This design comes from an exercise in tuning for small area, a short achievable clock period and few clock cycles on the open sky130 flow, not from production work. Function was not checked in any run shown here: the RTL went through the layout flow alone. Power figures rest on the tool's default switching activity, not on a simulated workload.

## flow/design.v (module list and top-level ports; edited modules follow where they fit)
// module sdiv_op: 141 lines
// module sdiv_sub: 245 lines
// module sdiv_sub5: 41 lines
// module sdiv_pg0c: 4 lines
// module sdiv_pg0: 4 lines
// module sdiv_xnor: 3 lines
// module sdiv_oai_en: 3 lines
// module sdiv_oai: 4 lines
// module sdiv_aoi: 4 lines
// module sdiv_inv2: 4 lines
// module sdiv_abs: 173 lines
// module sdiv_nor2: 3 lines
// module sdiv_nand2: 3 lines
// module sdiv_inv1: 3 lines
// module sdiv_msb: 99 lines
// module sdiv_pm: 3 lines
// module sdiv_or2: 3 lines
// module sdiv_dnext: 26 lines
module sdiv_op #(parameter INPUTS = 2,
		parameter OUTPUTS = 1,
		parameter DATA_IN_SIZE = 32,
		parameter DATA_OUT_SIZE = 32)
		(
		input clk,
		input rst,
		input [INPUTS * (DATA_IN_SIZE)- 1 : 0]data_in_bus,
		input [INPUTS - 1 : 0]valid_in_bus,
		output [INPUTS - 1 : 0] ready_in_bus,
		output [OUTPUTS * (DATA_OUT_SIZE) - 1 : 0]data_out_bus,
		output [OUTPUTS - 1 : 0]valid_out_bus,
		input [OUTPUTS - 1 : 0] ready_out_bus
);
  // ...
==> flow/flow/run.sh <==
#!/bin/bash
# The standard layout, with small plain buffers on the ports instead of the
# delay cells buffer_ports picks by default. Every port still gets a buffer.
set -euo pipefail
export BUFFER_PORTS_ARGS="-buffer_cell sky130_fd_sc_hd__buf_1"
bash standard.sh > standard.log 2>&1
==> flow/standard.sh <==
#!/bin/bash
# synth_recipe.tcl (not shown) runs the flow's synth.tcl, then flattens the netlist and writes it again
# the make line also repeats each setting of config.mk as NAME=value (left out here)
make -C /OpenROAD-flow-scripts/flow DESIGN_CONFIG=/design/flow/config.mk WORK_HOME=/design/flow/orfs CLKGATE_MAP_FILE= SYNTH_SCRIPT=/design/flow/synth_recipe.tcl "${@:-finish}"
==> flow/config.mk <==
export PLATFORM = sky130hd
export DESIGN_NAME = sdiv_op
export DESIGN_NICKNAME = sdiv_op
export VERILOG_FILES = /design/flow/design.v
export SDC_FILE = /design/flow/constraint.sdc
export NUM_CORES = 4
export LEC_CHECK = 0
export CAP_MARGIN = 20
export CORE_MARGIN = 2
export CORE_UTILIZATION = 55
export CTS_BUF_LIST = sky130_fd_sc_hd__clkbuf_4 sky130_fd_sc_hd__clkbuf_8
export PLACE_DENSITY = 0.65
export SETUP_SLACK_MARGIN = 2.7
export SLEW_MARGIN = 20
export SYNTH_HIERARCHICAL = 1
==> flow/constraint.sdc <==
create_clock -name core_clock -period 5.0 [get_ports {clk}]
set_input_delay 1.0000 -clock core_clock [delete_from_list [all_inputs] [get_ports {clk}]]
set_output_delay 1.0000 -clock core_clock [all_outputs]
set_load 0.01 [all_outputs]
==> reports/summary.txt, run 1 <==
==============================================================================
Synthesized instance count                                                1513
Standard cell with the maximum stage delay on the critical path   sky130_fd_sc_hd__edfxtp_1
N_diodes                                                                     0
Status                                                timing/DRC/antenna clean
Setup repair after global routing missed its margin                        yes
Largest net degree at the start of global routing                           57
Wire length on met3                                                    2.71 mm
Chip Width                                                              157 um
Area enclosed by the die boundary                                    24700 um2
Biggest cell delay along the critical path                             0.40 ns
CP delay by family, top                                           simple AND/OR/NAND/NOR gates
Biggest regs                                                      d: 32 flops, q: 32 flops, r: 32 flops
Cell area power density                                             141 nW/um2
Dpl ws                                                                 2.27 ns
Top achievable clock speed                                             414 MHz
Net switching power                                                     594 uW
Sequential Power                                                       1.07 mW
Cell leakage power                                                     6.74 nW
Number of vias in the routed layout                                      11300
CP cell instances                                                 or2_1 -> or2_1 -> or2_4 -> buf_6 -> inv_2 -> a21o_1 -> a21o_4 -> nor2b_4 -> o21ai_2 -> a21oi_2 -> inv_1 -> xor2_1
Number of rows created at floorplan                                         56
Remaining antenna violation count                                            0
Internal Pwr Total                                                     1.54 mW
DRC errors left                                                              0
GRT Residual Overflow                                                        0
CTS clock-pin slew for the worst setup and hold paths                  0.09 ns
Setup total negative slack                                                0 ns
Clock buffer count in the final layout                                      17
Transition at the pin with the smallest max-transition slack           1.00 ns
Worst slack on hold paths                                             0.483 ns
Data arrival time of the worst path                                    2.80 ns
Antenna violations before repair                                             0
Core footprint                                                       23300 um2
==============================================================================
==> module sdiv_op, before the edit <==
module sdiv_op #(parameter INPUTS = 2,
		parameter OUTPUTS = 1,
		parameter DATA_IN_SIZE = 32,
		parameter DATA_OUT_SIZE = 32)
		(
		input clk,
		input rst,
		input [INPUTS * (DATA_IN_SIZE)- 1 : 0]data_in_bus,
		input [INPUTS - 1 : 0]valid_in_bus,
		output [INPUTS - 1 : 0] ready_in_bus,
		output [OUTPUTS * (DATA_OUT_SIZE) - 1 : 0]data_out_bus,
		output [OUTPUTS - 1 : 0]valid_out_bus,
		input [OUTPUTS - 1 : 0] ready_out_bus
);
	localparam S_ACC = 4'b0001, S_PRE = 4'b0010, S_SHF = 4'b0100, S_DIV = 4'b1000;
	reg [3:0]  state;
	reg        rdy;       
	reg [1:0]  rin;       
	reg [1:0]  got;       
	reg        ov;        
	reg [31:0] r;         
	reg [31:0] d;         
	reg [31:0] q;         
	reg [4:0]  cnt;       
	reg [4:0]  shr;       
	reg [4:0]  shr2;      
	reg        zq;        
	reg        sa, sb;    
	reg        cin_f;     
	reg        sb_f;      
	wire [1:0] rdy2 = {2{rdy}} & ~got;    
	assign ready_in_bus = rin;
	wire [1:0] fire = valid_in_bus & rdy2;
	wire [1:0] got_n = got | fire;
	wire qfree = ~ov | ready_out_bus[0];
	wire sq = sa ^ sb;
	wire [31:0] ain = data_in_bus[31:0];
	wire [31:0] bin = data_in_bus[63:32];
	wire [31:0] aabs;
	sdiv_abs u_abs (.a(ain), .y(aabs));
	wire [31:0] diff;
	wire qb, rsel;
	wire ren = state[3] | (state[1] & sq & qfree);
	sdiv_sub u_sub (.r(r), .d(d), .cin(cin_f), .en(ren), .diff(diff), .ge(qb), .ge_en(rsel));
	wire take = rdy & (&got_n);
	wire [31:0] d_nx;
	sdiv_dnext u_dn (.ld(rdy2[1]), .ldv(bin ^ {32{bin[31]}}), .shf(state[2]), .fill(sb_f), .s(shr), .s2(shr2),
		.div(state[3]), .d(d), .y(d_nx));
	wire [4:0] mr, md, sh;
	wire sh_ge;
	sdiv_msb u_mr (.x(r), .m(mr));
	sdiv_msb u_md (.x(d), .m(md));
	sdiv_sub5 u_sh (.r(mr), .d(md), .cin(1'b1), .diff(sh), .ge(sh_ge));
	wire [4:0] sh2;
	wire sh2_ge;
	sdiv_sub5 u_sh2 (.r(mr), .d(md), .cin(1'b1), .diff(sh2), .ge(sh2_ge));
	assign valid_out_bus = ov;
	assign data_out_bus = q;
	reg [3:0] state_n;
	reg       rdy_n, ov_n;
	reg [1:0] got_nx;
	always @* begin
		state_n = state;
		rdy_n = rdy;
		ov_n = ov & ~ready_out_bus[0];
		got_nx = got;
		if (rdy) got_nx = take ? 2'b00 : got_n;
		case (1'b1)
			state[0]: begin
				if (zq) ov_n = 1'b1;
				if (take) begin
					state_n = S_PRE;
					rdy_n = 1'b0;
				end
			end
			state[1]: if (qfree) begin
				if (~qb) begin
					state_n = S_ACC;
					rdy_n = 1'b1;
				end else
					state_n = S_SHF;
			end
			state[2]: begin
				state_n = S_DIV;
				rdy_n = (shr == 5'd0);
			end
			default: begin
				rdy_n = (cnt == 5'd1);
				if (cnt == 5'd0) begin
					ov_n = 1'b1;
					if (take) state_n = S_PRE;
					else begin
						state_n = S_ACC;
						rdy_n = 1'b1;
					end
				end
			end
		endcase
	end
	always @(posedge clk, posedge rst)
		if (rst) begin
			state <= S_ACC;
			zq <= 1'b0;
			rdy <= 1'b1;
			rin <= 2'b11;
			got <= 2'b00;
			ov <= 1'b0;
		end else begin
			state <= state_n;
			zq <= state[1] & qfree & ~qb;
			rdy <= rdy_n;
			rin <= {2{rdy_n}} & ~got_nx;
			got <= got_nx;
			ov <= ov_n;
		end
	always @(posedge clk) begin
		case (1'b1)
			state[0]: if (zq) q <= 32'd0;
			state[1]: if (qfree) begin
				q <= {32{sq}};
			end
			state[3]: begin
				q <= {q[30:0], qb ^ sq};
				cnt <= cnt - 5'd1;
			end
			default: ;
		endcase
		if (rdy2[0]) r <= aabs;
		else if (rsel) r <= diff;
		if (rdy2[0]) sa <= ain[31];
		d <= d_nx;
		shr <= sh;
		shr2 <= sh2;
		if (state[2]) cnt <= shr;
		if (rdy2[1]) begin
			sb <= bin[31];
			sb_f <= bin[31];
			cin_f <= ~bin[31];
		end
	end
endmodule
==> module sdiv_sub, before the edit <==
module sdiv_sub (
	input  [31:0] r,
	input  [31:0] d,
	input         cin,
	input         en,
	output [31:0] diff,
	output        ge,
	output        ge_en
);
	wire [31:0] g0, p0;
	wire [31:0] g1, p1;
	wire [31:0] g2, p2;
	wire [31:0] g3, p3;
	wire [31:0] g4, p4;
	wire [31:0] g5, p5;
	wire [31:0] t;
	sdiv_xnor ut_0 (.a(r[0]), .b(d[0]), .y(t[0]));
	sdiv_xnor ut_1 (.a(r[1]), .b(d[1]), .y(t[1]));
	sdiv_xnor ut_2 (.a(r[2]), .b(d[2]), .y(t[2]));
	sdiv_xnor ut_3 (.a(r[3]), .b(d[3]), .y(t[3]));
	sdiv_xnor ut_4 (.a(r[4]), .b(d[4]), .y(t[4]));
	sdiv_xnor ut_5 (.a(r[5]), .b(d[5]), .y(t[5]));
	sdiv_xnor ut_6 (.a(r[6]), .b(d[6]), .y(t[6]));
	sdiv_xnor ut_7 (.a(r[7]), .b(d[7]), .y(t[7]));
	sdiv_xnor ut_8 (.a(r[8]), .b(d[8]), .y(t[8]));
	sdiv_xnor ut_9 (.a(r[9]), .b(d[9]), .y(t[9]));
	sdiv_xnor ut_10 (.a(r[10]), .b(d[10]), .y(t[10]));
	sdiv_xnor ut_11 (.a(r[11]), .b(d[11]), .y(t[11]));
	sdiv_xnor ut_12 (.a(r[12]), .b(d[12]), .y(t[12]));
	sdiv_xnor ut_13 (.a(r[13]), .b(d[13]), .y(t[13]));
	sdiv_xnor ut_14 (.a(r[14]), .b(d[14]), .y(t[14]));
	sdiv_xnor ut_15 (.a(r[15]), .b(d[15]), .y(t[15]));
	sdiv_xnor ut_16 (.a(r[16]), .b(d[16]), .y(t[16]));
	sdiv_xnor ut_17 (.a(r[17]), .b(d[17]), .y(t[17]));
	sdiv_xnor ut_18 (.a(r[18]), .b(d[18]), .y(t[18]));
	sdiv_xnor ut_19 (.a(r[19]), .b(d[19]), .y(t[19]));
	sdiv_xnor ut_20 (.a(r[20]), .b(d[20]), .y(t[20]));
	sdiv_xnor ut_21 (.a(r[21]), .b(d[21]), .y(t[21]));
	sdiv_xnor ut_22 (.a(r[22]), .b(d[22]), .y(t[22]));
	sdiv_xnor ut_23 (.a(r[23]), .b(d[23]), .y(t[23]));
	sdiv_xnor ut_24 (.a(r[24]), .b(d[24]), .y(t[24]));
	sdiv_xnor ut_25 (.a(r[25]), .b(d[25]), .y(t[25]));
	sdiv_xnor ut_26 (.a(r[26]), .b(d[26]), .y(t[26]));
	sdiv_xnor ut_27 (.a(r[27]), .b(d[27]), .y(t[27]));
	sdiv_xnor ut_28 (.a(r[28]), .b(d[28]), .y(t[28]));
	sdiv_xnor ut_29 (.a(r[29]), .b(d[29]), .y(t[29]));
	sdiv_xnor ut_30 (.a(r[30]), .b(d[30]), .y(t[30]));
	sdiv_xnor ut_31 (.a(r[31]), .b(d[31]), .y(t[31]));
	sdiv_pg0c u0_0 (.a(r[0]), .b(d[0]), .c(cin), .gn(g0[0]), .pn(p0[0]));
	sdiv_pg0 u0_1 (.a(r[1]), .b(d[1]), .gn(g0[1]), .pn(p0[1]));
	sdiv_pg0 u0_2 (.a(r[2]), .b(d[2]), .gn(g0[2]), .pn(p0[2]));
	sdiv_pg0 u0_3 (.a(r[3]), .b(d[3]), .gn(g0[3]), .pn(p0[3]));
	sdiv_pg0 u0_4 (.a(r[4]), .b(d[4]), .gn(g0[4]), .pn(p0[4]));
	sdiv_pg0 u0_5 (.a(r[5]), .b(d[5]), .gn(g0[5]), .pn(p0[5]));
	sdiv_pg0 u0_6 (.a(r[6]), .b(d[6]), .gn(g0[6]), .pn(p0[6]));
	sdiv_pg0 u0_7 (.a(r[7]), .b(d[7]), .gn(g0[7]), .pn(p0[7]));
	sdiv_pg0 u0_8 (.a(r[8]), .b(d[8]), .gn(g0[8]), .pn(p0[8]));
	sdiv_pg0 u0_9 (.a(r[9]), .b(d[9]), .gn(g0[9]), .pn(p0[9]));
	sdiv_pg0 u0_10 (.a(r[10]), .b(d[10]), .gn(g0[10]), .pn(p0[10]));
	sdiv_pg0 u0_11 (.a(r[11]), .b(d[11]), .gn(g0[11]), .pn(p0[11]));
	sdiv_pg0 u0_12 (.a(r[12]), .b(d[12]), .gn(g0[12]), .pn(p0[12]));
	sdiv_pg0 u0_13 (.a(r[13]), .b(d[13]), .gn(g0[13]), .pn(p0[13]));
	sdiv_pg0 u0_14 (.a(r[14]), .b(d[14]), .gn(g0[14]), .pn(p0[14]));
	sdiv_pg0 u0_15 (.a(r[15]), .b(d[15]), .gn(g0[15]), .pn(p0[15]));
	sdiv_pg0 u0_16 (.a(r[16]), .b(d[16]), .gn(g0[16]), .pn(p0[16]));
	sdiv_pg0 u0_17 (.a(r[17]), .b(d[17]), .gn(g0[17]), .pn(p0[17]));
	sdiv_pg0 u0_18 (.a(r[18]), .b(d[18]), .gn(g0[18]), .pn(p0[18]));
	sdiv_pg0 u0_19 (.a(r[19]), .b(d[19]), .gn(g0[19]), .pn(p0[19]));
	sdiv_pg0 u0_20 (.a(r[20]), .b(d[20]), .gn(g0[20]), .pn(p0[20]));
	sdiv_pg0 u0_21 (.a(r[21]), .b(d[21]), .gn(g0[21]), .pn(p0[21]));
	sdiv_pg0 u0_22 (.a(r[22]), .b(d[22]), .gn(g0[22]), .pn(p0[22]));
	sdiv_pg0 u0_23 (.a(r[23]), .b(d[23]), .gn(g0[23]), .pn(p0[23]));
	sdiv_pg0 u0_24 (.a(r[24]), .b(d[24]), .gn(g0[24]), .pn(p0[24]));
	sdiv_pg0 u0_25 (.a(r[25]), .b(d[25]), .gn(g0[25]), .pn(p0[25]));
	sdiv_pg0 u0_26 (.a(r[26]), .b(d[26]), .gn(g0[26]), .pn(p0[26]));
	sdiv_pg0 u0_27 (.a(r[27]), .b(d[27]), .gn(g0[27]), .pn(p0[27]));
	sdiv_pg0 u0_28 (.a(r[28]), .b(d[28]), .gn(g0[28]), .pn(p0[28]));
	sdiv_pg0 u0_29 (.a(r[29]), .b(d[29]), .gn(g0[29]), .pn(p0[29]));
	sdiv_pg0 u0_30 (.a(r[30]), .b(d[30]), .gn(g0[30]), .pn(p0[30]));
	sdiv_pg0 u0_31 (.a(r[31]), .b(d[31]), .gn(g0[31]), .pn(p0[31]));
	sdiv_inv2 u1_0 (.g(g0[0]), .p(p0[0]), .go(g1[0]), .po(p1[0]));
	sdiv_oai u1_1 (.gh(g0[1]), .ph(p0[1]), .gl(g0[0]), .pl(p0[0]), .go(g1[1]), .po(p1[1]));
	sdiv_oai u1_2 (.gh(g0[2]), .ph(p0[2]), .gl(g0[1]), .pl(p0[1]), .go(g1[2]), .po(p1[2]));
	sdiv_oai u1_3 (.gh(g0[3]), .ph(p0[3]), .gl(g0[2]), .pl(p0[2]), .go(g1[3]), .po(p1[3]));
	sdiv_oai u1_4 (.gh(g0[4]), .ph(p0[4]), .gl(g0[3]), .pl(p0[3]), .go(g1[4]), .po(p1[4]));
	sdiv_oai u1_5 (.gh(g0[5]), .ph(p0[5]), .gl(g0[4]), .pl(p0[4]), .go(g1[5]), .po(p1[5]));
	sdiv_oai u1_6 (.gh(g0[6]), .ph(p0[6]), .gl(g0[5]), .pl(p0[5]), .go(g1[6]), .po(p1[6]));
	sdiv_oai u1_7 (.gh(g0[7]), .ph(p0[7]), .gl(g0[6]), .pl(p0[6]), .go(g1[7]), .po(p1[7]));
	sdiv_oai u1_8 (.gh(g0[8]), .ph(p0[8]), .gl(g0[7]), .pl(p0[7]), .go(g1[8]), .po(p1[8]));
	sdiv_oai u1_9 (.gh(g0[9]), .ph(p0[9]), .gl(g0[8]), .pl(p0[8]), .go(g1[9]), .po(p1[9]));
	sdiv_oai u1_10 (.gh(g0[10]), .ph(p0[10]), .gl(g0[9]), .pl(p0[9]), .go(g1[10]), .po(p1[10]));
	sdiv_oai u1_11 (.gh(g0[11]), .ph(p0[11]), .gl(g0[10]), .pl(p0[10]), .go(g1[11]), .po(p1[11]));
	sdiv_oai u1_12 (.gh(g0[12]), .ph(p0[12]), .gl(g0[11]), .pl(p0[11]), .go(g1[12]), .po(p1[12]));
	sdiv_oai u1_13 (.gh(g0[13]), .ph(p0[13]), .gl(g0[12]), .pl(p0[12]), .go(g1[13]), .po(p1[13]));
	sdiv_oai u1_14 (.gh(g0[14]), .ph(p0[14]), .gl(g0[13]), .pl(p0[13]), .go(g1[14]), .po(p1[14]));
	sdiv_oai u1_15 (.gh(g0[15]), .ph(p0[15]), .gl(g0[14]), .pl(p0[14]), .go(g1[15]), .po(p1[15]));
	sdiv_oai u1_16 (.gh(g0[16]), .ph(p0[16]), .gl(g0[15]), .pl(p0[15]), .go(g1[16]), .po(p1[16]));
	sdiv_oai u1_17 (.gh(g0[17]), .ph(p0[17]), .gl(g0[16]), .pl(p0[16]), .go(g1[17]), .po(p1[17]));
	sdiv_oai u1_18 (.gh(g0[18]), .ph(p0[18]), .gl(g0[17]), .pl(p0[17]), .go(g1[18]), .po(p1[18]));
	sdiv_oai u1_19 (.gh(g0[19]), .ph(p0[19]), .gl(g0[18]), .pl(p0[18]), .go(g1[19]), .po(p1[19]));
	sdiv_oai u1_20 (.gh(g0[20]), .ph(p0[20]), .gl(g0[19]), .pl(p0[19]), .go(g1[20]), .po(p1[20]));
	sdiv_oai u1_21 (.gh(g0[21]), .ph(p0[21]), .gl(g0[20]), .pl(p0[20]), .go(g1[21]), .po(p1[21]));
	sdiv_oai u1_22 (.gh(g0[22]), .ph(p0[22]), .gl(g0[21]), .pl(p0[21]), .go(g1[22]), .po(p1[22]));
	sdiv_oai u1_23 (.gh(g0[23]), .ph(p0[23]), .gl(g0[22]), .pl(p0[22]), .go(g1[23]), .po(p1[23]));
	sdiv_oai u1_24 (.gh(g0[24]), .ph(p0[24]), .gl(g0[23]), .pl(p0[23]), .go(g1[24]), .po(p1[24]));
	sdiv_oai u1_25 (.gh(g0[25]), .ph(p0[25]), .gl(g0[24]), .pl(p0[24]), .go(g1[25]), .po(p1[25]));
	sdiv_oai u1_26 (.gh(g0[26]), .ph(p0[26]), .gl(g0[25]), .pl(p0[25]), .go(g1[26]), .po(p1[26]));
	sdiv_oai u1_27 (.gh(g0[27]), .ph(p0[27]), .gl(g0[26]), .pl(p0[26]), .go(g1[27]), .po(p1[27]));
	sdiv_oai u1_28 (.gh(g0[28]), .ph(p0[28]), .gl(g0[27]), .pl(p0[27]), .go(g1[28]), .po(p1[28]));
	sdiv_oai u1_29 (.gh(g0[29]), .ph(p0[29]), .gl(g0[28]), .pl(p0[28]), .go(g1[29]), .po(p1[29]));
	sdiv_oai u1_30 (.gh(g0[30]), .ph(p0[30]), .gl(g0[29]), .pl(p0[29]), .go(g1[30]), .po(p1[30]));
	sdiv_oai u1_31 (.gh(g0[31]), .ph(p0[31]), .gl(g0[30]), .pl(p0[30]), .go(g1[31]), .po(p1[31]));
	sdiv_inv2 u2_0 (.g(g1[0]), .p(p1[0]), .go(g2[0]), .po(p2[0]));
	sdiv_inv2 u2_1 (.g(g1[1]), .p(p1[1]), .go(g2[1]), .po(p2[1]));
	sdiv_aoi u2_2 (.gh(g1[2]), .ph(p1[2]), .gl(g1[0]), .pl(p1[0]), .go(g2[2]), .po(p2[2]));
	sdiv_aoi u2_3 (.gh(g1[3]), .ph(p1[3]), .gl(g1[1]), .pl(p1[1]), .go(g2[3]), .po(p2[3]));
	sdiv_aoi u2_4 (.gh(g1[4]), .ph(p1[4]), .gl(g1[2]), .pl(p1[2]), .go(g2[4]), .po(p2[4]));
	sdiv_aoi u2_5 (.gh(g1[5]), .ph(p1[5]), .gl(g1[3]), .pl(p1[3]), .go(g2[5]), .po(p2[5]));
	sdiv_aoi u2_6 (.gh(g1[6]), .ph(p1[6]), .gl(g1[4]), .pl(p1[4]), .go(g2[6]), .po(p2[6]));
	sdiv_aoi u2_7 (.gh(g1[7]), .ph(p1[7]), .gl(g1[5]), .pl(p1[5]), .go(g2[7]), .po(p2[7]));
	sdiv_aoi u2_8 (.gh(g1[8]), .ph(p1[8]), .gl(g1[6]), .pl(p1[6]), .go(g2[8]), .po(p2[8]));
	sdiv_aoi u2_9 (.gh(g1[9]), .ph(p1[9]), .gl(g1[7]), .pl(p1[7]), .go(g2[9]), .po(p2[9]));
	sdiv_aoi u2_10 (.gh(g1[10]), .ph(p1[10]), .gl(g1[8]), .pl(p1[8]), .go(g2[10]), .po(p2[10]));
	sdiv_aoi u2_11 (.gh(g1[11]), .ph(p1[11]), .gl(g1[9]), .pl(p1[9]), .go(g2[11]), .po(p2[11]));
	sdiv_aoi u2_12 (.gh(g1[12]), .ph(p1[12]), .gl(g1[10]), .pl(p1[10]), .go(g2[12]), .po(p2[12]));
	sdiv_aoi u2_13 (.gh(g1[13]), .ph(p1[13]), .gl(g1[11]), .pl(p1[11]), .go(g2[13]), .po(p2[13]));
	sdiv_aoi u2_14 (.gh(g1[14]), .ph(p1[14]), .gl(g1[12]), .pl(p1[12]), .go(g2[14]), .po(p2[14]));
	sdiv_aoi u2_15 (.gh(g1[15]), .ph(p1[15]), .gl(g1[13]), .pl(p1[13]), .go(g2[15]), .po(p2[15]));
	sdiv_aoi u2_16 (.gh(g1[16]), .ph(p1[16]), .gl(g1[14]), .pl(p1[14]), .go(g2[16]), .po(p2[16]));
	sdiv_aoi u2_17 (.gh(g1[17]), .ph(p1[17]), .gl(g1[15]), .pl(p1[15]), .go(g2[17]), .po(p2[17]));
	sdiv_aoi u2_18 (.gh(g1[18]), .ph(p1[18]), .gl(g1[16]), .pl(p1[16]), .go(g2[18]), .po(p2[18]));
	sdiv_aoi u2_19 (.gh(g1[19]), .ph(p1[19]), .gl(g1[17]), .pl(p1[17]), .go(g2[19]), .po(p2[19]));
	sdiv_aoi u2_20 (.gh(g1[20]), .ph(p1[20]), .gl(g1[18]), .pl(p1[18]), .go(g2[20]), .po(p2[20]));
	sdiv_aoi u2_21 (.gh(g1[21]), .ph(p1[21]), .gl(g1[19]), .pl(p1[19]), .go(g2[21]), .po(p2[21]));
	sdiv_aoi u2_22 (.gh(g1[22]), .ph(p1[22]), .gl(g1[20]), .pl(p1[20]), .go(g2[22]), .po(p2[22]));
	sdiv_aoi u2_23 (.gh(g1[23]), .ph(p1[23]), .gl(g1[21]), .pl(p1[21]), .go(g2[23]), .po(p2[23]));
	sdiv_aoi u2_24 (.gh(g1[24]), .ph(p1[24]), .gl(g1[22]), .pl(p1[22]), .go(g2[24]), .po(p2[24]));
	sdiv_aoi u2_25 (.gh(g1[25]), .ph(p1[25]), .gl(g1[23]), .pl(p1[23]), .go(g2[25]), .po(p2[25]));
	sdiv_aoi u2_26 (.gh(g1[26]), .ph(p1[26]), .gl(g1[24]), .pl(p1[24]), .go(g2[26]), .po(p2[26]));
	sdiv_aoi u2_27 (.gh(g1[27]), .ph(p1[27]), .gl(g1[25]), .pl(p1[25]), .go(g2[27]), .po(p2[27]));
	sdiv_aoi u2_28 (.gh(g1[28]), .ph(p1[28]), .gl(g1[26]), .pl(p1[26]), .go(g2[28]), .po(p2[28]));
	sdiv_aoi u2_29 (.gh(g1[29]), .ph(p1[29]), .gl(g1[27]), .pl(p1[27]), .go(g2[29]), .po(p2[29]));
	sdiv_aoi u2_30 (.gh(g1[30]), .ph(p1[30]), .gl(g1[28]), .pl(p1[28]), .go(g2[30]), .po(p2[30]));
	sdiv_aoi u2_31 (.gh(g1[31]), .ph(p1[31]), .gl(g1[29]), .pl(p1[29]), .go(g2[31]), .po(p2[31]));
	sdiv_inv2 u3_0 (.g(g2[0]), .p(p2[0]), .go(g3[0]), .po(p3[0]));
	sdiv_inv2 u3_1 (.g(g2[1]), .p(p2[1]), .go(g3[1]), .po(p3[1]));
	sdiv_inv2 u3_2 (.g(g2[2]), .p(p2[2]), .go(g3[2]), .po(p3[2]));
	sdiv_inv2 u3_3 (.g(g2[3]), .p(p2[3]), .go(g3[3]), .po(p3[3]));
	sdiv_oai u3_4 (.gh(g2[4]), .ph(p2[4]), .gl(g2[0]), .pl(p2[0]), .go(g3[4]), .po(p3[4]));
	sdiv_oai u3_5 (.gh(g2[5]), .ph(p2[5]), .gl(g2[1]), .pl(p2[1]), .go(g3[5]), .po(p3[5]));
	sdiv_oai u3_6 (.gh(g2[6]), .ph(p2[6]), .gl(g2[2]), .pl(p2[2]), .go(g3[6]), .po(p3[6]));
	sdiv_oai u3_7 (.gh(g2[7]), .ph(p2[7]), .gl(g2[3]), .pl(p2[3]), .go(g3[7]), .po(p3[7]));
	sdiv_oai u3_8 (.gh(g2[8]), .ph(p2[8]), .gl(g2[4]), .pl(p2[4]), .go(g3[8]), .po(p3[8]));
	sdiv_oai u3_9 (.gh(g2[9]), .ph(p2[9]), .gl(g2[5]), .pl(p2[5]), .go(g3[9]), .po(p3[9]));
	sdiv_oai u3_10 (.gh(g2[10]), .ph(p2[10]), .gl(g2[6]), .pl(p2[6]), .go(g3[10]), .po(p3[10]));
	sdiv_oai u3_11 (.gh(g2[11]), .ph(p2[11]), .gl(g2[7]), .pl(p2[7]), .go(g3[11]), .po(p3[11]));
	sdiv_oai u3_12 (.gh(g2[12]), .ph(p2[12]), .gl(g2[8]), .pl(p2[8]), .go(g3[12]), .po(p3[12]));
	sdiv_oai u3_13 (.gh(g2[13]), .ph(p2[13]), .gl(g2[9]), .pl(p2[9]), .go(g3[13]), .po(p3[13]));
	sdiv_oai u3_14 (.gh(g2[14]), .ph(p2[14]), .gl(g2[10]), .pl(p2[10]), .go(g3[14]), .po(p3[14]));
	sdiv_oai u3_15 (.gh(g2[15]), .ph(p2[15]), .gl(g2[11]), .pl(p2[11]), .go(g3[15]), .po(p3[15]));
	sdiv_oai u3_16 (.gh(g2[16]), .ph(p2[16]), .gl(g2[12]), .pl(p2[12]), .go(g3[16]), .po(p3[16]));
	sdiv_oai u3_17 (.gh(g2[17]), .ph(p2[17]), .gl(g2[13]), .pl(p2[13]), .go(g3[17]), .po(p3[17]));
	sdiv_oai u3_18 (.gh(g2[18]), .ph(p2[18]), .gl(g2[14]), .pl(p2[14]), .go(g3[18]), .po(p3[18]));
	sdiv_oai u3_19 (.gh(g2[19]), .ph(p2[19]), .gl(g2[15]), .pl(p2[15]), .go(g3[19]), .po(p3[19]));
	sdiv_oai u3_20 (.gh(g2[20]), .ph(p2[20]), .gl(g2[16]), .pl(p2[16]), .go(g3[20]), .po(p3[20]));
	sdiv_oai u3_21 (.gh(g2[21]), .ph(p2[21]), .gl(g2[17]), .pl(p2[17]), .go(g3[21]), .po(p3[21]));
	sdiv_oai u3_22 (.gh(g2[22]), .ph(p2[22]), .gl(g2[18]), .pl(p2[18]), .go(g3[22]), .po(p3[22]));
	sdiv_oai u3_23 (.gh(g2[23]), .ph(p2[23]), .gl(g2[19]), .pl(p2[19]), .go(g3[23]), .po(p3[23]));
	sdiv_oai u3_24 (.gh(g2[24]), .ph(p2[24]), .gl(g2[20]), .pl(p2[20]), .go(g3[24]), .po(p3[24]));
	sdiv_oai u3_25 (.gh(g2[25]), .ph(p2[25]), .gl(g2[21]), .pl(p2[21]), .go(g3[25]), .po(p3[25]));
	sdiv_oai u3_26 (.gh(g2[26]), .ph(p2[26]), .gl(g2[22]), .pl(p2[22]), .go(g3[26]), .po(p3[26]));
	sdiv_oai u3_27 (.gh(g2[27]), .ph(p2[27]), .gl(g2[23]), .pl(p2[23]), .go(g3[27]), .po(p3[27]));
	sdiv_oai u3_28 (.gh(g2[28]), .ph(p2[28]), .gl(g2[24]), .pl(p2[24]), .go(g3[28]), .po(p3[28]));
	sdiv_oai u3_29 (.gh(g2[29]), .ph(p2[29]), .gl(g2[25]), .pl(p2[25]), .go(g3[29]), .po(p3[29]));
	sdiv_oai u3_30 (.gh(g2[30]), .ph(p2[30]), .gl(g2[26]), .pl(p2[26]), .go(g3[30]), .po(p3[30]));
	sdiv_oai u3_31 (.gh(g2[31]), .ph(p2[31]), .gl(g2[27]), .pl(p2[27]), .go(g3[31]), .po(p3[31]));
	sdiv_inv2 u4_0 (.g(g3[0]), .p(p3[0]), .go(g4[0]), .po(p4[0]));
	sdiv_inv2 u4_1 (.g(g3[1]), .p(p3[1]), .go(g4[1]), .po(p4[1]));
	sdiv_inv2 u4_2 (.g(g3[2]), .p(p3[2]), .go(g4[2]), .po(p4[2]));
	sdiv_inv2 u4_3 (.g(g3[3]), .p(p3[3]), .go(g4[3]), .po(p4[3]));
	sdiv_inv2 u4_4 (.g(g3[4]), .p(p3[4]), .go(g4[4]), .po(p4[4]));
	sdiv_inv2 u4_5 (.g(g3[5]), .p(p3[5]), .go(g4[5]), .po(p4[5]));
	sdiv_inv2 u4_6 (.g(g3[6]), .p(p3[6]), .go(g4[6]), .po(p4[6]));
	sdiv_inv2 u4_7 (.g(g3[7]), .p(p3[7]), .go(g4[7]), .po(p4[7]));
	sdiv_aoi u4_8 (.gh(g3[8]), .ph(p3[8]), .gl(g3[0]), .pl(p3[0]), .go(g4[8]), .po(p4[8]));
	sdiv_aoi u4_9 (.gh(g3[9]), .ph(p3[9]), .gl(g3[1]), .pl(p3[1]), .go(g4[9]), .po(p4[9]));
	sdiv_aoi u4_10 (.gh(g3[10]), .ph(p3[10]), .gl(g3[2]), .pl(p3[2]), .go(g4[10]), .po(p4[10]));
	sdiv_aoi u4_11 (.gh(g3[11]), .ph(p3[11]), .gl(g3[3]), .pl(p3[3]), .go(g4[11]), .po(p4[11]));
	sdiv_aoi u4_12 (.gh(g3[12]), .ph(p3[12]), .gl(g3[4]), .pl(p3[4]), .go(g4[12]), .po(p4[12]));
	sdiv_aoi u4_13 (.gh(g3[13]), .ph(p3[13]), .gl(g3[5]), .pl(p3[5]), .go(g4[13]), .po(p4[13]));
	sdiv_aoi u4_14 (.gh(g3[14]), .ph(p3[14]), .gl(g3[6]), .pl(p3[6]), .go(g4[14]), .po(p4[14]));
	sdiv_aoi u4_15 (.gh(g3[15]), .ph(p3[15]), .gl(g3[7]), .pl(p3[7]), .go(g4[15]), .po(p4[15]));
	sdiv_aoi u4_16 (.gh(g3[16]), .ph(p3[16]), .gl(g3[8]), .pl(p3[8]), .go(g4[16]), .po(p4[16]));
	sdiv_aoi u4_17 (.gh(g3[17]), .ph(p3[17]), .gl(g3[9]), .pl(p3[9]), .go(g4[17]), .po(p4[17]));
	sdiv_aoi u4_18 (.gh(g3[18]), .ph(p3[18]), .gl(g3[10]), .pl(p3[10]), .go(g4[18]), .po(p4[18]));
	sdiv_aoi u4_19 (.gh(g3[19]), .ph(p3[19]), .gl(g3[11]), .pl(p3[11]), .go(g4[19]), .po(p4[19]));
	sdiv_aoi u4_20 (.gh(g3[20]), .ph(p3[20]), .gl(g3[12]), .pl(p3[12]), .go(g4[20]), .po(p4[20]));
	sdiv_aoi u4_21 (.gh(g3[21]), .ph(p3[21]), .gl(g3[13]), .pl(p3[13]), .go(g4[21]), .po(p4[21]));
	sdiv_aoi u4_22 (.gh(g3[22]), .ph(p3[22]), .gl(g3[14]), .pl(p3[14]), .go(g4[22]), .po(p4[22]));
	sdiv_aoi u4_23 (.gh(g3[23]), .ph(p3[23]), .gl(g3[15]), .pl(p3[15]), .go(g4[23]), .po(p4[23]));
	sdiv_aoi u4_24 (.gh(g3[24]), .ph(p3[24]), .gl(g3[16]), .pl(p3[16]), .go(g4[24]), .po(p4[24]));
	sdiv_aoi u4_25 (.gh(g3[25]), .ph(p3[25]), .gl(g3[17]), .pl(p3[17]), .go(g4[25]), .po(p4[25]));
	sdiv_aoi u4_26 (.gh(g3[26]), .ph(p3[26]), .gl(g3[18]), .pl(p3[18]), .go(g4[26]), .po(p4[26]));
	sdiv_aoi u4_27 (.gh(g3[27]), .ph(p3[27]), .gl(g3[19]), .pl(p3[19]), .go(g4[27]), .po(p4[27]));
	sdiv_aoi u4_28 (.gh(g3[28]), .ph(p3[28]), .gl(g3[20]), .pl(p3[20]), .go(g4[28]), .po(p4[28]));
	sdiv_aoi u4_29 (.gh(g3[29]), .ph(p3[29]), .gl(g3[21]), .pl(p3[21]), .go(g4[29]), .po(p4[29]));
	sdiv_aoi u4_30 (.gh(g3[30]), .ph(p3[30]), .gl(g3[22]), .pl(p3[22]), .go(g4[30]), .po(p4[30]));
	sdiv_aoi u4_31 (.gh(g3[31]), .ph(p3[31]), .gl(g3[23]), .pl(p3[23]), .go(g4[31]), .po(p4[31]));
	sdiv_inv2 u5_0 (.g(g4[0]), .p(p4[0]), .go(g5[0]), .po(p5[0]));
	sdiv_inv2 u5_1 (.g(g4[1]), .p(p4[1]), .go(g5[1]), .po(p5[1]));
	sdiv_inv2 u5_2 (.g(g4[2]), .p(p4[2]), .go(g5[2]), .po(p5[2]));
	sdiv_inv2 u5_3 (.g(g4[3]), .p(p4[3]), .go(g5[3]), .po(p5[3]));
	sdiv_inv2 u5_4 (.g(g4[4]), .p(p4[4]), .go(g5[4]), .po(p5[4]));
	sdiv_inv2 u5_5 (.g(g4[5]), .p(p4[5]), .go(g5[5]), .po(p5[5]));
	sdiv_inv2 u5_6 (.g(g4[6]), .p(p4[6]), .go(g5[6]), .po(p5[6]));
	sdiv_inv2 u5_7 (.g(g4[7]), .p(p4[7]), .go(g5[7]), .po(p5[7]));
	sdiv_inv2 u5_8 (.g(g4[8]), .p(p4[8]), .go(g5[8]), .po(p5[8]));
	sdiv_inv2 u5_9 (.g(g4[9]), .p(p4[9]), .go(g5[9]), .po(p5[9]));
	sdiv_inv2 u5_10 (.g(g4[10]), .p(p4[10]), .go(g5[10]), .po(p5[10]));
	sdiv_inv2 u5_11 (.g(g4[11]), .p(p4[11]), .go(g5[11]), .po(p5[11]));
	sdiv_inv2 u5_12 (.g(g4[12]), .p(p4[12]), .go(g5[12]), .po(p5[12]));
	sdiv_inv2 u5_13 (.g(g4[13]), .p(p4[13]), .go(g5[13]), .po(p5[13]));
	sdiv_inv2 u5_14 (.g(g4[14]), .p(p4[14]), .go(g5[14]), .po(p5[14]));
	sdiv_inv2 u5_15 (.g(g4[15]), .p(p4[15]), .go(g5[15]), .po(p5[15]));
	sdiv_oai u5_16 (.gh(g4[16]), .ph(p4[16]), .gl(g4[0]), .pl(p4[0]), .go(g5[16]), .po(p5[16]));
	sdiv_oai u5_17 (.gh(g4[17]), .ph(p4[17]), .gl(g4[1]), .pl(p4[1]), .go(g5[17]), .po(p5[17]));
	sdiv_oai u5_18 (.gh(g4[18]), .ph(p4[18]), .gl(g4[2]), .pl(p4[2]), .go(g5[18]), .po(p5[18]));
	sdiv_oai u5_19 (.gh(g4[19]), .ph(p4[19]), .gl(g4[3]), .pl(p4[3]), .go(g5[19]), .po(p5[19]));
	sdiv_oai u5_20 (.gh(g4[20]), .ph(p4[20]), .gl(g4[4]), .pl(p4[4]), .go(g5[20]), .po(p5[20]));
	sdiv_oai u5_21 (.gh(g4[21]), .ph(p4[21]), .gl(g4[5]), .pl(p4[5]), .go(g5[21]), .po(p5[21]));
	sdiv_oai u5_22 (.gh(g4[22]), .ph(p4[22]), .gl(g4[6]), .pl(p4[6]), .go(g5[22]), .po(p5[22]));
	sdiv_oai u5_23 (.gh(g4[23]), .ph(p4[23]), .gl(g4[7]), .pl(p4[7]), .go(g5[23]), .po(p5[23]));
	sdiv_oai u5_24 (.gh(g4[24]), .ph(p4[24]), .gl(g4[8]), .pl(p4[8]), .go(g5[24]), .po(p5[24]));
	sdiv_oai u5_25 (.gh(g4[25]), .ph(p4[25]), .gl(g4[9]), .pl(p4[9]), .go(g5[25]), .po(p5[25]));
	sdiv_oai u5_26 (.gh(g4[26]), .ph(p4[26]), .gl(g4[10]), .pl(p4[10]), .go(g5[26]), .po(p5[26]));
	sdiv_oai u5_27 (.gh(g4[27]), .ph(p4[27]), .gl(g4[11]), .pl(p4[11]), .go(g5[27]), .po(p5[27]));
	sdiv_oai u5_28 (.gh(g4[28]), .ph(p4[28]), .gl(g4[12]), .pl(p4[12]), .go(g5[28]), .po(p5[28]));
	sdiv_oai u5_29 (.gh(g4[29]), .ph(p4[29]), .gl(g4[13]), .pl(p4[13]), .go(g5[29]), .po(p5[29]));
	sdiv_oai u5_30 (.gh(g4[30]), .ph(p4[30]), .gl(g4[14]), .pl(p4[14]), .go(g5[30]), .po(p5[30]));
	sdiv_oai u5_31 (.gh(g4[31]), .ph(p4[31]), .gl(g4[15]), .pl(p4[15]), .go(g5[31]), .po(p5[31]));
	wire [32:0] c = {g5, cin};
	assign diff = t ^ c[31:0];
	assign ge = c[32];
	sdiv_oai_en ue (.gh(g4[31]), .ph(p4[31]), .gl(g4[15]), .en(en), .y(ge_en));
endmodule
==> module sdiv_dnext, before the edit <==
module sdiv_dnext (
	input         ld,
	input  [31:0] ldv,
	input         shf,
	input         fill,
	input  [4:0]  s,
	input  [4:0]  s2,
	input         div,
	input  [31:0] d,
	output [31:0] y
);
	wire [31:0] y0, y1, y2, y3, dsh;
	genvar i;
	generate
		for (i = 0; i < 32; i = i + 1) begin : g
			wire [4:0] c = (i < 16) ? s : s2;
			assign y0[i]  = c[0] ? ((i >= 1)  ? d[i-1]   : fill) : d[i];
			assign y1[i]  = c[1] ? ((i >= 2)  ? y0[i-2]  : fill) : y0[i];
			assign y2[i]  = c[2] ? ((i >= 4)  ? y1[i-4]  : fill) : y1[i];
			assign y3[i]  = c[3] ? ((i >= 8)  ? y2[i-8]  : fill) : y2[i];
			assign dsh[i] = c[4] ? ((i >= 16) ? y3[i-16] : fill) : y3[i];
		end
	endgenerate
	wire [31:0] base = ld ? ldv : (div ? {1'b0, d[31:1]} : d);
	assign y = shf ? dsh : base;
endmodule
==> run 2, diff against run 1 <==
--- a/flow/design.v
+++ b/flow/design.v
@@ -12,8 +12,8 @@
 		output [OUTPUTS - 1 : 0]valid_out_bus,
 		input [OUTPUTS - 1 : 0] ready_out_bus
 );
-	localparam S_ACC = 4'b0001, S_PRE = 4'b0010, S_SHF = 4'b0100, S_DIV = 4'b1000;
-	reg [3:0]  state;
+	localparam S_ACC = 3'b001, S_PRE = 3'b010, S_DIV = 3'b100;
+	reg [2:0]  state;
 	reg        rdy;       
 	reg [1:0]  rin;       
 	reg [1:0]  got;       
@@ -22,8 +22,12 @@
 	reg [31:0] d;         
 	reg [31:0] q;         
 	reg [4:0]  cnt;       
+	reg        xtra;      
+	reg [4:0]  ma;        
+	reg        pa;        
+	reg [4:0]  mb;        
 	reg [4:0]  shr;       
-	reg [4:0]  shr2;      
+	reg        spr;       
 	reg        zq;        
 	reg        sa, sb;    
 	reg        cin_f;     
@@ -38,25 +42,26 @@
 	wire [31:0] bin = data_in_bus[63:32];
 	wire [31:0] aabs;
 	sdiv_abs u_abs (.a(ain), .y(aabs));
+	wire [31:0] bone = bin ^ {32{bin[31]}};
+	wire [4:0] ma_in, mb_in;
+	sdiv_msb u_ma (.x(ain ^ {32{ain[31]}}), .m(ma_in));
+	sdiv_msb u_mb (.x(bone), .m(mb_in));
+	wire pa_in = ain[31] & ~|(~ain[31:1] & ain[30:0]);
+	wire [4:0] sh;
+	wire sp;
+	sdiv_shamt u_sh (.ma(rdy2[0] ? ma_in : ma), .mb(rdy2[1] ? mb_in : mb),
+		.pa(rdy2[0] ? pa_in : pa), .sh(sh), .sp(sp));
 	wire [31:0] diff;
-	wire qb, rsel;
-	wire ren = state[3] | (state[1] & sq & qfree);
-	sdiv_sub u_sub (.r(r), .d(d), .cin(cin_f), .en(ren), .diff(diff), .ge(qb), .ge_en(rsel));
+	wire qb;
+	sdiv_sub u_sub (.r(r), .d(d), .cin(cin_f), .diff(diff), .ge(qb));
 	wire take = rdy & (&got_n);
+	wire align = state[1] & qfree;     
 	wire [31:0] d_nx;
-	sdiv_dnext u_dn (.ld(rdy2[1]), .ldv(bin ^ {32{bin[31]}}), .shf(state[2]), .fill(sb_f), .s(shr), .s2(shr2),
-		.div(state[3]), .d(d), .y(d_nx));
-	wire [4:0] mr, md, sh;
-	wire sh_ge;
-	sdiv_msb u_mr (.x(r), .m(mr));
-	sdiv_msb u_md (.x(d), .m(md));
-	sdiv_sub5 u_sh (.r(mr), .d(md), .cin(1'b1), .diff(sh), .ge(sh_ge));
-	wire [4:0] sh2;
-	wire sh2_ge;
-	sdiv_sub5 u_sh2 (.r(mr), .d(md), .cin(1'b1), .diff(sh2), .ge(sh2_ge));
+	sdiv_dnext u_dn (.ld(rdy2[1]), .ldv(bone), .shf(align), .fill(sb_f), .s(shr), .s0(spr),
+		.div(state[2]), .d(d), .y(d_nx));
 	assign valid_out_bus = ov;
 	assign data_out_bus = q;
-	reg [3:0] state_n;
+	reg [2:0] state_n;
 	reg       rdy_n, ov_n;
 	reg [1:0] got_nx;
 	always @* begin
@@ -77,16 +82,14 @@
 				if (~qb) begin
 					state_n = S_ACC;
 					rdy_n = 1'b1;
-				end else
-					state_n = S_SHF;
-			end
-			state[2]: begin
-				state_n = S_DIV;
-				rdy_n = (shr == 5'd0);
+				end else begin
+					state_n = S_DIV;
+					rdy_n = (shr == 5'd0) & ~spr;
+				end
 			end
 			default: begin
-				rdy_n = (cnt == 5'd1);
-				if (cnt == 5'd0) begin
+				rdy_n = xtra ? (cnt == 5'd0) : (cnt == 5'd1);
+				if (cnt == 5'd0 && !xtra) begin
 					ov_n = 1'b1;
 					if (take) state_n = S_PRE;
 					else begin
@@ -118,24 +121,34 @@
 			state[0]: if (zq) q <= 32'd0;
 			state[1]: if (qfree) begin
 				q <= {32{sq}};
+				if (sq) r <= diff;
+				cnt <= shr;
+				xtra <= spr;
 			end
-			state[3]: begin
+			state[2]: begin
+				if (qb) r <= diff;
 				q <= {q[30:0], qb ^ sq};
-				cnt <= cnt - 5'd1;
+				if (cnt == 5'd0) xtra <= 1'b0;
+				else cnt <= cnt - 5'd1;
 			end
 			default: ;
 		endcase
-		if (rdy2[0]) r <= aabs;
-		else if (rsel) r <= diff;
-		if (rdy2[0]) sa <= ain[31];
+		if (rdy2[0]) begin
+			r <= aabs;
+			sa <= ain[31];
+			ma <= ma_in;
+			pa <= pa_in;
+		end
 		d <= d_nx;
-		shr <= sh;
-		shr2 <= sh2;
-		if (state[2]) cnt <= shr;
+		if (~state[1]) begin
+			shr <= sh;
+			spr <= sp;
+		end
 		if (rdy2[1]) begin
 			sb <= bin[31];
 			sb_f <= bin[31];
 			cin_f <= ~bin[31];
+			mb <= mb_in;
 		end
 	end
 endmodule
@@ -143,10 +156,8 @@
 	input  [31:0] r,
 	input  [31:0] d,
 	input         cin,
-	input         en,
 	output [31:0] diff,
-	output        ge,
-	output        ge_en
+	output        ge
 );
 	wire [31:0] g0, p0;
 	wire [31:0] g1, p1;
@@ -382,7 +393,6 @@
 	wire [32:0] c = {g5, cin};
 	assign diff = t ^ c[31:0];
 	assign ge = c[32];
-	sdiv_oai_en ue (.gh(g4[31]), .ph(p4[31]), .gl(g4[15]), .en(en), .y(ge_en));
 endmodule
 module sdiv_sub5 (
 	input  [4:0] r,
@@ -436,9 +446,6 @@
 module sdiv_xnor (input a, input b, output y);
 	assign y = a ^ ~b;
 endmodule
-module sdiv_oai_en (input gh, input ph, input gl, input en, output y);
-	assign y = ~(gh & (ph | gl)) & en;
-endmodule
 module sdiv_oai (input gh, input ph, input gl, input pl, output go, output po);
 	assign go = ~(gh & (ph | gl));
 	assign po = ~(ph | pl);
@@ -744,23 +751,28 @@
 	input         shf,
 	input         fill,
 	input  [4:0]  s,
-	input  [4:0]  s2,
+	input         s0,
 	input         div,
 	input  [31:0] d,
 	output [31:0] y
 );
-	wire [31:0] y0, y1, y2, y3, dsh;
-	genvar i;
-	generate
-		for (i = 0; i < 32; i = i + 1) begin : g
-			wire [4:0] c = (i < 16) ? s : s2;
-			assign y0[i]  = c[0] ? ((i >= 1)  ? d[i-1]   : fill) : d[i];
-			assign y1[i]  = c[1] ? ((i >= 2)  ? y0[i-2]  : fill) : y0[i];
-			assign y2[i]  = c[2] ? ((i >= 4)  ? y1[i-4]  : fill) : y1[i];
-			assign y3[i]  = c[3] ? ((i >= 8)  ? y2[i-8]  : fill) : y2[i];
-			assign dsh[i] = c[4] ? ((i >= 16) ? y3[i-16] : fill) : y3[i];
-		end
-	endgenerate
+	wire [31:0] y0 = s[0] ? {d[30:0],  {1{fill}}}  : d;
+	wire [31:0] y1 = s[1] ? {y0[29:0], {2{fill}}}  : y0;
+	wire [31:0] y2 = s[2] ? {y1[27:0], {4{fill}}}  : y1;
+	wire [31:0] y3 = s[3] ? {y2[23:0], {8{fill}}}  : y2;
+	wire [31:0] y4 = s[4] ? {y3[15:0], {16{fill}}} : y3;
+	wire [31:0] dsh = s0  ? {y4[30:0], {1{fill}}}  : y4;
 	wire [31:0] base = ld ? ldv : (div ? {1'b0, d[31:1]} : d);
 	assign y = shf ? dsh : base;
 endmodule
+module sdiv_shamt (
+	input  [4:0] ma,
+	input  [4:0] mb,
+	input        pa,
+	output [4:0] sh,
+	output       sp
+);
+	wire [5:0] df = {1'b0, ma} - {1'b0, mb};
+	assign sh = df[5] ? 5'd0 : df[4:0];
+	assign sp = pa & ~df[5];
+endmodule
--- a/flow/config.mk
+++ b/flow/config.mk
@@ -10,6 +10,6 @@
 export CORE_UTILIZATION = 55
 export CTS_BUF_LIST = sky130_fd_sc_hd__clkbuf_4 sky130_fd_sc_hd__clkbuf_8
 export PLACE_DENSITY = 0.65
-export SETUP_SLACK_MARGIN = 2.7
+export SETUP_SLACK_MARGIN = 2.4
 export SLEW_MARGIN = 20
 export SYNTH_HIERARCHICAL = 1
==> run 2 against run 1 <==
Combinational power grew to 62 times the previous value; non-clock buffer count shrank 15; power grew to 6.1 times the previous value; register-to-register slack lost 0.30 ns; largest cell class unchanged; critical path depth grew 4; fmax shrank 34%; global-route usage grew 3.7 points; still clean; critical path type is now primary input to flip-flop; die area grew 14%; worst hold slack lost 0.025 ns; sequential power grew to 2.6 times the previous value.
==> reports/summary.txt, run 2 <==
==============================================================================
CP cell instances                                                 clkbuf_16 -> buf_16 -> xor2_2 -> or2_1 -> inv_1 -> a21o_1 -> a21o_1 -> a21o_1 -> a21o_1 -> mux2_4 -> ha_4 -> fa_2 -> nand2b_4 -> a21oi_4 -> xor2_1 -> o2bb2ai_1   was or2_1 -> or2_1 -> or2_4 -> buf_6 -> inv_2 -> a21o_1 -> a21o_4 -> nor2b_4 -> o21ai_2 -> a21oi_2 -> inv_1 -> xor2_1
Max-slew violation total from the final report                               0   unchanged
Time the final worst path needs with I/O delays and setup              3.66 ns   was 2.41 ns
Fin worst setup slack                                                  1.34 ns   was 2.59 ns
Initial standard-cell utilization of the core                            0.562   was 0.556
Top achievable clock speed                                             273 MHz   was 414 MHz
Comb power frac                                                          0.708   was 0.070
Net count reported at finish                                              1954   was 1751
Number of global-route vias before repair                                13000   was 10400
Worst Setup Start Kind                                            primary input   was flip-flop
Remaining antenna violation count                                            0   unchanged
Most used cells in the layout excluding fill and tap cells        sky130_fd_sc_hd__nor2_1, sky130_fd_sc_hd__nand2_1, sky130_fd_sc_hd__inv_1, sky130_fd_sc_hd__buf_1, sky130_fd_sc_hd__a21o_1   was sky130_fd_sc_hd__nor2_1, sky130_fd_sc_hd__nand2_1, sky130_fd_sc_hd__inv_1, sky130_fd_sc_hd__buf_1, sky130_fd_sc_hd__buf_4
CP most frequent cell                                             sky130_fd_sc_hd__a21o_1   was sky130_fd_sc_hd__or2_1
Worst slew margin relative to its limit                                  0.425   was 0.333
Final instance count without filler cells                                 2223   was 2011
# IOs                                                                      104   unchanged
Peak VDD IR                                                         0.000365 V   was 0.000114 V
Biggest cell delay along the critical path                             0.34 ns   was 0.40 ns
Proportion of total power due to net switching                           0.516   was 0.279
Global-route layer with the greatest usage                                met2   unchanged
Number of violations of the max-capacitance limit                            0   unchanged
CTS buffer count                                                            17   unchanged
Antenna violations before repair                                             2   was 0
Area enclosed by the die boundary                                    28100 um2   was 24700 um2
Placed instance count                                                     2142   was 1882
Worst-path maximum fanout                                                    8   was 6
Worst Skew                                                           0.0243 ns   was 0.0187 ns
HP Class                                                          primary input to asynchronous set/reset pin   unchanged
Area of the mapped netlist                                           14700 um2   was 12900 um2
Nature of the critical path endpoint                                 flip-flop   unchanged
Share of layout cells above drive strength 1                             0.272   was 0.308
First-pass detailed-route iteration total                                    5   unchanged
Largest net degree at the start of global routing                           75   was 57
Endpoints failing hold                                                       0   unchanged
Transition at the pin with the smallest max-transition slack          0.859 ns   was 1.00 ns
CTS clock-pin slew for the worst setup and hold paths                  0.10 ns   was 0.09 ns
Number of vias in the routed layout                                      13600   was 11300
Internal reg-to-reg setup slack                                        2.29 ns   was 2.59 ns
Setup repair after global routing missed its margin                        yes   unchanged
Fin crit share                                                           0.731   was 0.483
Clock tree from TritonCTS                                                  yes   unchanged
Clock Tree Root                                                   sky130_fd_sc_hd__clkbuf_8   unchanged
Portion of total power attributed to the clock network                   0.080   was 0.429
Synthesized instance count                                                1760   was 1513
Standard cell with the maximum stage delay on the critical path   sky130_fd_sc_hd__fa_2   was sky130_fd_sc_hd__edfxtp_1
Initial DRC count                                                         1482   was 1095
N_diodes                                                                     0   unchanged
Sequential group share of total power                                    0.211   was 0.501
Met2 usage                                                               0.533   was 0.469
Wire length of the first global-routing pass                           75.0 mm   was 58.0 mm
Cell leakage power                                                     6.82 nW   was 6.74 nW
Largest buffer count on any clock path                                       2   unchanged
Critical path start-end classification                            primary input to flip-flop   was flip-flop to flip-flop
Most common cell after layout, fill and taps aside                sky130_fd_sc_hd__nor2_1   unchanged
Routing usage on met3                                                   0.0607   was 0.0501
Level count of the clock H-tree                                              4   unchanged
Cell area power density                                             774 nW/um2   was 141 nW/um2
Total Routed Length                                                    49.0 mm   was 38.4 mm
Vertical extent of the die                                              168 um   was 157 um
Data arrival time of the worst path                                    3.97 ns   was 2.80 ns
Insertion delay to the later sink of the worst-skew pair               0.47 ns   about the same
Average wire per standard cell                                         22.0 um   was 19.1 um
Number of rows created at floorplan                                         59   was 56
Utilization of the core after routing                                    0.644   was 0.648
Setup Viol. Count Final                                                      0   unchanged
Internal Pwr Total                                                     6.31 mW   was 1.54 mW
HPWL after detailed placement                                          35.0 mm   was 27.4 mm
Global-route usage over all layers                                       0.344   was 0.307
Dpl ws                                                                0.510 ns   was 2.27 ns
Syn. warnings                                                                7   unchanged
Setup total negative slack                                                0 ns   unchanged
Relative area change from synthesis to final layout                      14.5%   was 16.7%
Via-to-Cell Ratio                                                         6.11   was 5.62
Core footprint                                                       26200 um2   was 23300 um2
Clock sinks                                                                132   was 125
Gpl congestion                                                            1.00   was 0.963
Biggest regs                                                      d: 32 flops, q: 32 flops, r: 32 flops   unchanged
DRC errors left                                                              0   unchanged
GRT Residual Overflow                                                        0   unchanged
Average cell area after synthesis                                     8.37 um2   was 8.54 um2
Number of buffers inserted by port buffering                               103   unchanged
Net switching power                                                    6.73 mW   was 594 uW
Status                                                timing/DRC/antenna clean   unchanged
Chip Width                                                              168 um   was 157 um
Worst endpoint required time                                           5.31 ns   was 5.39 ns
Met1 Use GR                                                              0.492   was 0.439
==============================================================================
## run 2: critical path: cells and delay by family
kind                     cells  cell delay, ns
AO/OA/AOI/OAI                6            1.01
adder cells (fa/ha/maj)      2            0.52
XOR/XNOR                     2            0.42
buffers and inverters        3            0.37
AND/OR/NAND/NOR              2            0.32
multiplexers                 1            0.30
## run 2: worst paths after layout
kind | start | end | cells past startpoint
worst min-delay path | rst | zq | 2
worst max register to register | got[0] | shr[4] | 10
min in group core_clock | mb[4] | mb[4] | 1
max in group asynchronous | rst | rdy | 2
worst max-delay path | data_in_bus[63] | shr[4] | 16
worst min register to register | mb[4] | mb[4] | 1
## run 2: power groups by stage
stage          clock, mW  combinational, mW  sequential (mW)
4_1_cts             1.06               8.75             2.73
6_report            1.05               9.24             2.75
3_5_place_dp           0               8.30             2.77
3_3_place_gp           0               8.22             2.76
5_1_grt             1.10               9.89             2.80
2_1_floorplan          0               6.42             2.51
## run 2: area by class of cell
class | instances | area, um2
multi-input cells | 1386 | 10600
fillers | 2258 | 9340
well taps | 335 | 419
clock buffers | 17 | 234
repair inverters | 1 | 5.00
clock inverters | 15 | 213
inverters | 146 | 559
flip-flops and latches | 132 | 3510
repair buffers | 191 | 1280
## run 2: through the flow
stage	hold WS (ns)	power, mW	area [um2]
detailed placement	0.464	11.1	15400
global placement	0.452	11.0	15400
finish	0.459	13.0	16900
CTS	0.461	12.5	16600
floorplan	0.436	8.94	14900
global route	0.485	13.8	16900
## run 2: metal layers
| metal | up-vias | share of wire |
|---|---|---|
| li1 | 6302 | - |
| met1 | 6517 | 0.43 |
| met2 | 674 | 0.45 |
| met3 | 91 | 0.090 |
| met4 | 2 | 0.026 |
| met5 | - | 0.00027 |
## run 2: timing repair
action,in CTS,in global routing
buffers inserted,37,5
endpoints found under the setup margin,82,98
hold buffers,0,0
gates resized for setup,84,41
pin swaps,23,6
cloned,5,2

## static timing again, ports no longer ideal
Ports are ideal in the flow. The routed layouts listed here were re-timed in OpenROAD.
Step 1 assumes that a clkbuf_16 drives the clock port and a buf_2 every other input.
Step 2 adds t to the input delays and takes it off the output delays; t is the mean of the earliest and latest rising clock arrival at the registers after step 1. Input paths then give back, and output paths get back, about the clock's delay inside the block.
Slacks: ideal ports / drivers / drivers and shift; pairs: ideal ports / drivers.
run | t, ns | setup slack, ns | worst setup path at the end
run 1 | 0.504 | 2.585 / 2.585 / 2.283 | input to register
run 2 | 0.506 | 1.343 / 1.349 / 0.842 | input to register
After both steps every run listed still meets setup and hold. The setup slack of run 2, which loses most, moves by +0.006 ns with the drivers and by -0.501 ns with both steps.
